Background: an optimization exercise with open tools, aiming at small area, a short achievable clock period and few clock cycles per item. Do not read the settings as production practice. At most, simulation tests tie the RTL to the original design; equivalence was not proved. The clock port is modelled as an ideal driver; clocking choices that lean on that would not hold on a real chip. No activity file was given, so power comes from the tool's default toggle rates.

==> job 5703: inputs <==
Design Convolution, start of the top module:
module Convolution(clk, rst_n, in_valid, weight_valid,
  In_IFM_1, In_IFM_2, In_IFM_3, In_IFM_4, In_IFM_5, In_IFM_6, In_IFM_7, In_IFM_8, In_IFM_9,
  In_Weight_1, In_Weight_2, In_Weight_3, In_Weight_4, In_Weight_5, In_Weight_6, In_Weight_7, In_Weight_8, In_Weight_9,
  out_valid, Out_OFM);
input clk, rst_n, in_valid, weight_valid;
input [7:0] In_IFM_1;
input [7:0] In_IFM_2;
input [7:0] In_IFM_3;
input [7:0] In_IFM_4;
input [7:0] In_IFM_5;
input [7:0] In_IFM_6;
input [7:0] In_IFM_7;
input [7:0] In_IFM_8;
input [7:0] In_IFM_9;
input [7:0] In_Weight_1;
input [7:0] In_Weight_2;
input [7:0] In_Weight_3;
input [7:0] In_Weight_4;
input [7:0] In_Weight_5;
input [7:0] In_Weight_6;
input [7:0] In_Weight_7;
input [7:0] In_Weight_8;
input [7:0] In_Weight_9;
output out_valid;
output [20:0] Out_OFM;
reg [7:0] x1, w1;
reg [7:0] x2, w2;
reg [7:0] x3, w3;
reg [7:0] x4, w4;
reg [7:0] x5, w5;
reg [7:0] x6, w6;
reg [7:0] x7, w7;
reg [7:0] x8, w8;
reg [7:0] x9, w9;
wire [7:0] wn1;
wsel #(.N(8)) u_wsel1(.s(weight_valid), .a(In_Weight_1), .b(w1), .y(wn1));
wire [7:0] wn2;
wsel #(.N(8)) u_wsel2(.s(weight_valid), .a(In_Weight_2), .b(w2), .y(wn2));
wire [7:0] wn3;
wsel #(.N(8)) u_wsel3(.s(weight_valid), .a(In_Weight_3), .b(w3), .y(wn3));
wire [7:0] wn4;
wsel #(.N(8)) u_wsel4(.s(weight_valid), .a(In_Weight_4), .b(w4), .y(wn4));
wire [7:0] wn5;
  ...
export LEC_CHECK = 0
export ABC_CLOCK_PERIOD_IN_PS = 2000
export CAP_MARGIN = 20
export CORE_MARGIN = 2
export CORE_UTILIZATION = 60
export CTS_CLUSTER_DIAMETER = 100
export CTS_CLUSTER_SIZE = 20
export PLACE_DENSITY = 0.7
export SLEW_MARGIN = 20
export SYNTH_HIERARCHICAL = 1
create_clock -name core_clock -period 8.0 [get_ports {clk}]
standard.sh (not shown) runs the stock make flow with config.mk's settings and CLKGATE_MAP_FILE= SYNTH_SCRIPT=/design/flow/synth_recipe.tcl, a recipe that flattens the netlist after the stock synthesis.
==> flow/flow/run.sh <==
#!/bin/bash
# Own flow: the standard ORFS flow (standard synthesis, same steps and scripts), with
#  - port buffers of a plain small buffer cell (every input and output port still gets one),
#  - a tighter setup-slack target for the resizer's timing repair (flow/margin.txt),
#  - optionally (flow/post_cts.tcl) a step after clock-tree synthesis that sizes down cells
#    that are faster than needed, keeping the same setup-slack target.
# Each tool's full output goes to flow_orfs.log in this folder; ORFS's per-step logs stay
# under orfs/logs/.
set -euo pipefail
MARGIN=$(cat flow/margin.txt 2>/dev/null || echo 5.0)
export BUFFER_PORTS_ARGS="-buffer_cell sky130_fd_sc_hd__buf_1"
if [[ -f flow/post_cts.tcl ]]; then
  export POST_CTS_TCL=$PWD/flow/post_cts.tcl
fi
export OWN_MARGIN=$MARGIN
bash standard.sh SETUP_SLACK_MARGIN=$MARGIN finish > flow_orfs.log 2>&1
==> flow/flow/margin.txt <==
5.35
==> flow/flow/post_cts.tcl <==
# After clock-tree synthesis and its timing repair: size down cells on paths with more
# setup slack than the target, then legalise the placement again.
estimate_parasitics -placement
repair_timing -recover_power 100 -setup_margin $::env(OWN_MARGIN) -verbose
detailed_placement
check_placement -verbose
==> job 3935 (differences from job 5703) <==
--- a/flow/design.v
+++ b/flow/design.v
@@ -2280,92 +2280,92 @@
 wire cg13, cp13;
 skm_g u_cg13(.a(fa_a[13]), .b(fa_b[13]), .y(cg13));
 skm_x u_cp13(.a(fa_a[13]), .b(fa_b[13]), .y(cp13));
 wire ct13;
 skm_t u_ct13(.a(fa_a[13]), .b(fa_b[13]), .y(ct13));
+wire pg0_13, pp0_13;
+skm_o11110 u_pg0_13(.gi(cg13), .pi(ct13), .gj(cg12), .pj(ct12), .go(pg0_13), .po(pp0_13));
+wire pg0_12, pp0_12;
+skm_o11110 u_pg0_12(.gi(cg12), .pi(ct12), .gj(cg11), .pj(ct11), .go(pg0_12), .po(pp0_12));
+wire pg0_11, pp0_11;
+skm_o11110 u_pg0_11(.gi(cg11), .pi(ct11), .gj(cg10), .pj(ct10), .go(pg0_11), .po(pp0_11));
+wire pg0_10, pp0_10;
+skm_o11110 u_pg0_10(.gi(cg10), .pi(ct10), .gj(cg9), .pj(ct9), .go(pg0_10), .po(pp0_10));
+wire pg0_9, pp0_9;
+skm_o11110 u_pg0_9(.gi(cg9), .pi(ct9), .gj(cg8), .pj(ct8), .go(pg0_9), .po(pp0_9));
+wire pg0_8, pp0_8;
+skm_o11110 u_pg0_8(.gi(cg8), .pi(ct8), .gj(cg7), .pj(ct7), .go(pg0_8), .po(pp0_8));
+wire pg0_7, pp0_7;
+skm_o11110 u_pg0_7(.gi(cg7), .pi(ct7), .gj(cg6), .pj(ct6), .go(pg0_7), .po(pp0_7));
+wire pg0_6, pp0_6;
+skm_o11110 u_pg0_6(.gi(cg6), .pi(ct6), .gj(cg5), .pj(ct5), .go(pg0_6), .po(pp0_6));
+wire pg0_5, pp0_5;
+skm_o11110 u_pg0_5(.gi(cg5), .pi(ct5), .gj(cg4), .pj(ct4), .go(pg0_5), .po(pp0_5));
+wire pg0_4, pp0_4;
+skm_o11110 u_pg0_4(.gi(cg4), .pi(ct4), .gj(cg3), .pj(ct3), .go(pg0_4), .po(pp0_4));
+wire pg0_3, pp0_3;
+skm_o11110 u_pg0_3(.gi(cg3), .pi(ct3), .gj(cg2), .pj(ct2), .go(pg0_3), .po(pp0_3));
+wire pg0_2, pp0_2;
+skm_o11110 u_pg0_2(.gi(cg2), .pi(ct2), .gj(cg1), .pj(ct1), .go(pg0_2), .po(pp0_2));
 wire pg0_1, pp0_1;
 skm_o11110 u_pg0_1(.gi(cg1), .pi(ct1), .gj(cg0), .pj(ct0), .go(pg0_1), .po(pp0_1));
-wire pg0_2, pp0_2;
-skm_o11000 u_pg0_2(.gi(cg2), .pi(ct2), .gj(pg0_1), .pj(pp0_1), .go(pg0_2), .po(pp0_2));
-wire pg0_3, pp0_3;
-skm_o11000 u_pg0_3(.gi(cg3), .pi(ct3), .gj(pg0_2), .pj(pp0_2), .go(pg0_3), .po(pp0_3));
-wire pg0_4, pp0_4;
-skm_o11000 u_pg0_4(.gi(cg4), .pi(ct4), .gj(pg0_3), .pj(pp0_3), .go(pg0_4), .po(pp0_4));
-wire pg0_5, pp0_5;
-skm_o11000 u_pg0_5(.gi(cg5), .pi(ct5), .gj(pg0_4), .pj(pp0_4), .go(pg0_5), .po(pp0_5));
-wire pg0_6, pp0_6;
-skm_o11000 u_pg0_6(.gi(cg6), .pi(ct6), .gj(pg0_5), .pj(pp0_5), .go(pg0_6), .po(pp0_6));
-wire pg0_7, pp0_7;
-skm_o11000 u_pg0_7(.gi(cg7), .pi(ct7), .gj(pg0_6), .pj(pp0_6), .go(pg0_7), .po(pp0_7));
-wire pg0_8, pp0_8;
-skm_o11000 u_pg0_8(.gi(cg8), .pi(ct8), .gj(pg0_7), .pj(pp0_7), .go(pg0_8), .po(pp0_8));
-wire pg0_9, pp0_9;
-skm_o11000 u_pg0_9(.gi(cg9), .pi(ct9), .gj(pg0_8), .pj(pp0_8), .go(pg0_9), .po(pp0_9));
-wire pg0_10, pp0_10;
-skm_o11000 u_pg0_10(.gi(cg10), .pi(ct10), .gj(pg0_9), .pj(pp0_9), .go(pg0_10), .po(pp0_10));
-wire pg0_11, pp0_11;
-skm_o11000 u_pg0_11(.gi(cg11), .pi(ct11), .gj(pg0_10), .pj(pp0_10), .go(pg0_11), .po(pp0_11));
-wire pg0_12, pp0_12;
-skm_o11000 u_pg0_12(.gi(cg12), .pi(ct12), .gj(pg0_11), .pj(pp0_11), .go(pg0_12), .po(pp0_12));
-wire pg0_13, pp0_13;
-skm_o11000 u_pg0_13(.gi(cg13), .pi(ct13), .gj(pg0_12), .pj(pp0_12), .go(pg0_13), .po(pp0_13));
-wire pg1_2, pp1_2;
-skm_o00111 u_pg1_2(.gi(pg0_2), .pi(pp0_2), .gj(cg0), .pj(ct0), .go(pg1_2), .po(pp1_2));
+wire pg1_13, pp1_13;
+skm_o00001 u_pg1_13(.gi(pg0_13), .pi(pp0_13), .gj(pg0_11), .pj(pp0_11), .go(pg1_13), .po(pp1_13));
+wire pg1_12, pp1_12;
+skm_o00001 u_pg1_12(.gi(pg0_12), .pi(pp0_12), .gj(pg0_10), .pj(pp0_10), .go(pg1_12), .po(pp1_12));
+wire pg1_11, pp1_11;
+skm_o00001 u_pg1_11(.gi(pg0_11), .pi(pp0_11), .gj(pg0_9), .pj(pp0_9), .go(pg1_11), .po(pp1_11));
+wire pg1_10, pp1_10;
+skm_o00001 u_pg1_10(.gi(pg0_10), .pi(pp0_10), .gj(pg0_8), .pj(pp0_8), .go(pg1_10), .po(pp1_10));
+wire pg1_9, pp1_9;
+skm_o00001 u_pg1_9(.gi(pg0_9), .pi(pp0_9), .gj(pg0_7), .pj(pp0_7), .go(pg1_9), .po(pp1_9));
+wire pg1_8, pp1_8;
+skm_o00001 u_pg1_8(.gi(pg0_8), .pi(pp0_8), .gj(pg0_6), .pj(pp0_6), .go(pg1_8), .po(pp1_8));
+wire pg1_7, pp1_7;
+skm_o00001 u_pg1_7(.gi(pg0_7), .pi(pp0_7), .gj(pg0_5), .pj(pp0_5), .go(pg1_7), .po(pp1_7));
+wire pg1_6, pp1_6;
+skm_o00001 u_pg1_6(.gi(pg0_6), .pi(pp0_6), .gj(pg0_4), .pj(pp0_4), .go(pg1_6), .po(pp1_6));
+wire pg1_5, pp1_5;
+skm_o00001 u_pg1_5(.gi(pg0_5), .pi(pp0_5), .gj(pg0_3), .pj(pp0_3), .go(pg1_5), .po(pp1_5));
+wire pg1_4, pp1_4;
+skm_o00001 u_pg1_4(.gi(pg0_4), .pi(pp0_4), .gj(pg0_2), .pj(pp0_2), .go(pg1_4), .po(pp1_4));
 wire pg1_3, pp1_3;
 skm_o00001 u_pg1_3(.gi(pg0_3), .pi(pp0_3), .gj(pg0_1), .pj(pp0_1), .go(pg1_3), .po(pp1_3));
-wire pg1_4, pp1_4;
-skm_o00111 u_pg1_4(.gi(pg0_4), .pi(pp0_4), .gj(pg1_2), .pj(pp1_2), .go(pg1_4), .po(pp1_4));
-wire pg1_5, pp1_5;
-skm_o00111 u_pg1_5(.gi(pg0_5), .pi(pp0_5), .gj(pg1_3), .pj(pp1_3), .go(pg1_5), .po(pp1_5));
-wire pg1_6, pp1_6;
-skm_o00111 u_pg1_6(.gi(pg0_6), .pi(pp0_6), .gj(pg1_4), .pj(pp1_4), .go(pg1_6), .po(pp1_6));
-wire pg1_7, pp1_7;
-skm_o00111 u_pg1_7(.gi(pg0_7), .pi(pp0_7), .gj(pg1_5), .pj(pp1_5), .go(pg1_7), .po(pp1_7));
-wire pg1_8, pp1_8;
-skm_o00111 u_pg1_8(.gi(pg0_8), .pi(pp0_8), .gj(pg1_6), .pj(pp1_6), .go(pg1_8), .po(pp1_8));
-wire pg1_9, pp1_9;
-skm_o00111 u_pg1_9(.gi(pg0_9), .pi(pp0_9), .gj(pg1_7), .pj(pp1_7), .go(pg1_9), .po(pp1_9));
-wire pg1_10, pp1_10;
-skm_o00111 u_pg1_10(.gi(pg0_10), .pi(pp0_10), .gj(pg1_8), .pj(pp1_8), .go(pg1_10), .po(pp1_10));
-wire pg1_11, pp1_11;
-skm_o00111 u_pg1_11(.gi(pg0_11), .pi(pp0_11), .gj(pg1_9), .pj(pp1_9), .go(pg1_11), .po(pp1_11));
-wire pg1_12, pp1_12;
-skm_o00111 u_pg1_12(.gi(pg0_12), .pi(pp0_12), .gj(pg1_10), .pj(pp1_10), .go(pg1_12), .po(pp1_12));
-wire pg1_13, pp1_13;
-skm_o00111 u_pg1_13(.gi(pg0_13), .pi(pp0_13), .gj(pg1_11), .pj(pp1_11), .go(pg1_13), .po(pp1_13));
-wire pg2_4, pp2_4;
-skm_o11110 u_pg2_4(.gi(pg1_4), .pi(pp1_4), .gj(cg0), .pj(ct0), .go(pg2_4), .po(pp2_4));
-wire pg2_5, pp2_5;
-skm_o11000 u_pg2_5(.gi(pg1_5), .pi(pp1_5), .gj(pg0_1), .pj(pp0_1), .go(pg2_5), .po(pp2_5));
-wire pg2_6, pp2_6;
-skm_o11190 u_pg2_6(.gi(pg1_6), .pi(pp1_6), .gj(pg1_2), .pj(pg1_2), .go(pg2_6), .po(pp2_6));
+wire pg1_2, pp1_2;
+skm_o00111 u_pg1_2(.gi(pg0_2), .pi(pp0_2), .gj(cg0), .pj(ct0), .go(pg1_2), .po(pp1_2));
+wire pg2_13, pp2_13;
+skm_o11110 u_pg2_13(.gi(pg1_13), .pi(pp1_13), .gj(pg1_9), .pj(pp1_9), .go(pg2_13), .po(pp2_13));
+wire pg2_12, pp2_12;
+skm_o11110 u_pg2_12(.gi(pg1_12), .pi(pp1_12), .gj(pg1_8), .pj(pp1_8), .go(pg2_12), .po(pp2_12));
+wire pg2_11, pp2_11;
+skm_o11110 u_pg2_11(.gi(pg1_11), .pi(pp1_11), .gj(pg1_7), .pj(pp1_7), .go(pg2_11), .po(pp2_11));
+wire pg2_10, pp2_10;
+skm_o11110 u_pg2_10(.gi(pg1_10), .pi(pp1_10), .gj(pg1_6), .pj(pp1_6), .go(pg2_10), .po(pp2_10));
+wire pg2_9, pp2_9;
+skm_o11110 u_pg2_9(.gi(pg1_9), .pi(pp1_9), .gj(pg1_5), .pj(pp1_5), .go(pg2_9), .po(pp2_9));
+wire pg2_8, pp2_8;
+skm_o11110 u_pg2_8(.gi(pg1_8), .pi(pp1_8), .gj(pg1_4), .pj(pp1_4), .go(pg2_8), .po(pp2_8));
 wire pg2_7, pp2_7;
 skm_o11190 u_pg2_7(.gi(pg1_7), .pi(pp1_7), .gj(pg1_3), .pj(pg1_3), .go(pg2_7), .po(pp2_7));
-wire pg2_8, pp2_8;
-skm_o11000 u_pg2_8(.gi(pg1_8), .pi(pp1_8), .gj(pg2_4), .pj(pp2_4), .go(pg2_8), .po(pp2_8));
-wire pg2_9, pp2_9;
-skm_o11000 u_pg2_9(.gi(pg1_9), .pi(pp1_9), .gj(pg2_5), .pj(pp2_5), .go(pg2_9), .po(pp2_9));
-wire pg2_10, pp2_10;
-skm_o11000 u_pg2_10(.gi(pg1_10), .pi(pp1_10), .gj(pg2_6), .pj(None), .go(pg2_10), .po(pp2_10));
-wire pg2_11, pp2_11;
-skm_o11000 u_pg2_11(.gi(pg1_11), .pi(pp1_11), .gj(pg2_7), .pj(None), .go(pg2_11), .po(pp2_11));
-wire pg2_12, pp2_12;
-skm_o11000 u_pg2_12(.gi(pg1_12), .pi(pp1_12), .gj(pg2_8), .pj(pp2_8), .go(pg2_12), .po(pp2_12));
-wire pg2_13, pp2_13;
-skm_o11000 u_pg2_13(.gi(pg1_13), .pi(pp1_13), .gj(pg2_9), .pj(pp2_9), .go(pg2_13), .po(pp2_13));
-wire pg3_8, pp3_8;
-skm_o00191 u_pg3_8(.gi(pg2_8), .pi(pp2_8), .gj(cg0), .pj(cg0), .go(pg3_8), .po(pp3_8));
-wire pg3_9, pp3_9;
-skm_o00091 u_pg3_9(.gi(pg2_9), .pi(pp2_9), .gj(pg0_1), .pj(pg0_1), .go(pg3_9), .po(pp3_9));
-wire pg3_10, pp3_10;
-skm_o00191 u_pg3_10(.gi(pg2_10), .pi(pp2_10), .gj(pg1_2), .pj(pg1_2), .go(pg3_10), .po(pp3_10));
-wire pg3_11, pp3_11;
-skm_o00191 u_pg3_11(.gi(pg2_11), .pi(pp2_11), .gj(pg1_3), .pj(pg1_3), .go(pg3_11), .po(pp3_11));
-wire pg3_12, pp3_12;
-skm_o00091 u_pg3_12(.gi(pg2_12), .pi(pp2_12), .gj(pg2_4), .pj(pg2_4), .go(pg3_12), .po(pp3_12));
+wire pg2_6, pp2_6;
+skm_o11190 u_pg2_6(.gi(pg1_6), .pi(pp1_6), .gj(pg1_2), .pj(pg1_2), .go(pg2_6), .po(pp2_6));
+wire pg2_5, pp2_5;
+skm_o11000 u_pg2_5(.gi(pg1_5), .pi(pp1_5), .gj(pg0_1), .pj(pp0_1), .go(pg2_5), .po(pp2_5));
+wire pg2_4, pp2_4;
+skm_o11110 u_pg2_4(.gi(pg1_4), .pi(pp1_4), .gj(cg0), .pj(ct0), .go(pg2_4), .po(pp2_4));
 wire pg3_13, pp3_13;
 skm_o00091 u_pg3_13(.gi(pg2_13), .pi(pp2_13), .gj(pg2_5), .pj(pg2_5), .go(pg3_13), .po(pp3_13));
+wire pg3_12, pp3_12;
+skm_o00091 u_pg3_12(.gi(pg2_12), .pi(pp2_12), .gj(pg2_4), .pj(pg2_4), .go(pg3_12), .po(pp3_12));
+wire pg3_11, pp3_11;
+skm_o00191 u_pg3_11(.gi(pg2_11), .pi(pp2_11), .gj(pg1_3), .pj(pg1_3), .go(pg3_11), .po(pp3_11));
+wire pg3_10, pp3_10;
+skm_o00191 u_pg3_10(.gi(pg2_10), .pi(pp2_10), .gj(pg1_2), .pj(pg1_2), .go(pg3_10), .po(pp3_10));
+wire pg3_9, pp3_9;
+skm_o00091 u_pg3_9(.gi(pg2_9), .pi(pp2_9), .gj(pg0_1), .pj(pg0_1), .go(pg3_9), .po(pp3_9));
+wire pg3_8, pp3_8;
+skm_o00191 u_pg3_8(.gi(pg2_8), .pi(pp2_8), .gj(cg0), .pj(cg0), .go(pg3_8), .po(pp3_8));
 assign hi[0] = cp0;
 skm_s1 u_sum1(.p(cp1), .c(cg0), .s(hi[1]));
 skm_s0 u_sum2(.p(cp2), .c(pg0_1), .s(hi[2]));
 skm_s1 u_sum3(.p(cp3), .c(pg1_2), .s(hi[3]));
 skm_s1 u_sum4(.p(cp4), .c(pg1_3), .s(hi[4]));
==> flow/flow/margin.txt (replaced) <==
5.4
==> run summary <==
Average instance area after synthesis: job 5703 13.1 um2; job 3935 13.2 um2
Post-DP Area: job 5703 24500 um2; job 3935 24300 um2
Vias post-DR: job 5703 14200; job 3935 13800
Area taken by multi-input logic gates: job 5703 15100 um2; job 3935 15000 um2
Power density relative to cell area: job 5703 515 nW/um2; job 3935 453 nW/um2
Pin count of the biggest net entering global routing: job 5703 43; job 3935 49
Startpoint of the most critical setup path: job 5703 k2_1256; job 3935 vld[3]
Antenna violations before repair: job 5703 1; job 3935 2
Combinational power: job 5703 8.50 mW; job 3935 6.84 mW
Clk. pwr: job 5703 1.27 mW; job 3935 1.16 mW
Hold slack: job 5703 333 ps; job 3935 346 ps
WP data arrival: job 5703 4420 ps; job 3935 1030 ps
Number of cells on the critical path: job 5703 28; job 3935 1
Clock power frac: job 5703 0.098; job 3935 0.103
Crit-path slowest cell: job 5703 sky130_fd_sc_hd__fa_1; job 3935 sky130_fd_sc_hd__dfrtp_1
Non-clock inverter count in the final layout: job 5703 36; job 3935 11
Pre-CTS setup slack: job 5703 3920 ps; job 3935 4580 ps
Met3 Wirelength: job 5703 6560 um; job 3935 6990 um
CP max stage delay: job 5703 560 ps; job 3935 360 ps
Result of the run: job 5703 timing/DRC/antenna clean; job 3935 timing/DRC/antenna clean
Testbench counts of job 3935, summed over its fixed seeds: cycles 824, items 800.
Function not checked in job 5703: the RTL went through the layout flow alone.

[re-timing with driven ports]
Ports are ideal in the flow. The routed layouts listed here were re-timed in OpenROAD.
Step 1, drivers: a clkbuf_16 drives clk and a buf_2 each remaining input, both assumed.
Step 2 times the ports against the registers' clock, not the clock port: input delays grow and output delays shrink by t, the midpoint of the rising clock arrivals with the driver on.
Slacks: no drivers / after step 1 / after step 2; pairs: no drivers / after step 1.
run | shift t [ns] | slack for setup (ns) | worst hold slack (ns) | cell pins on the clock port's net
job 5703 | 0.619 | 4.028 / 4.028 / 4.028 | 0.333 / 0.333 / 0.333 | 1
job 3935 | 0.611 | 5.367 / 5.314 / 4.829 | 0.346 / 0.346 / 0.346 | 1
After both steps every run listed still meets setup and hold. For job 3935, which loses most, drivers alone change the setup slack by -0.053 ns; drivers and shift together by -0.538 ns.
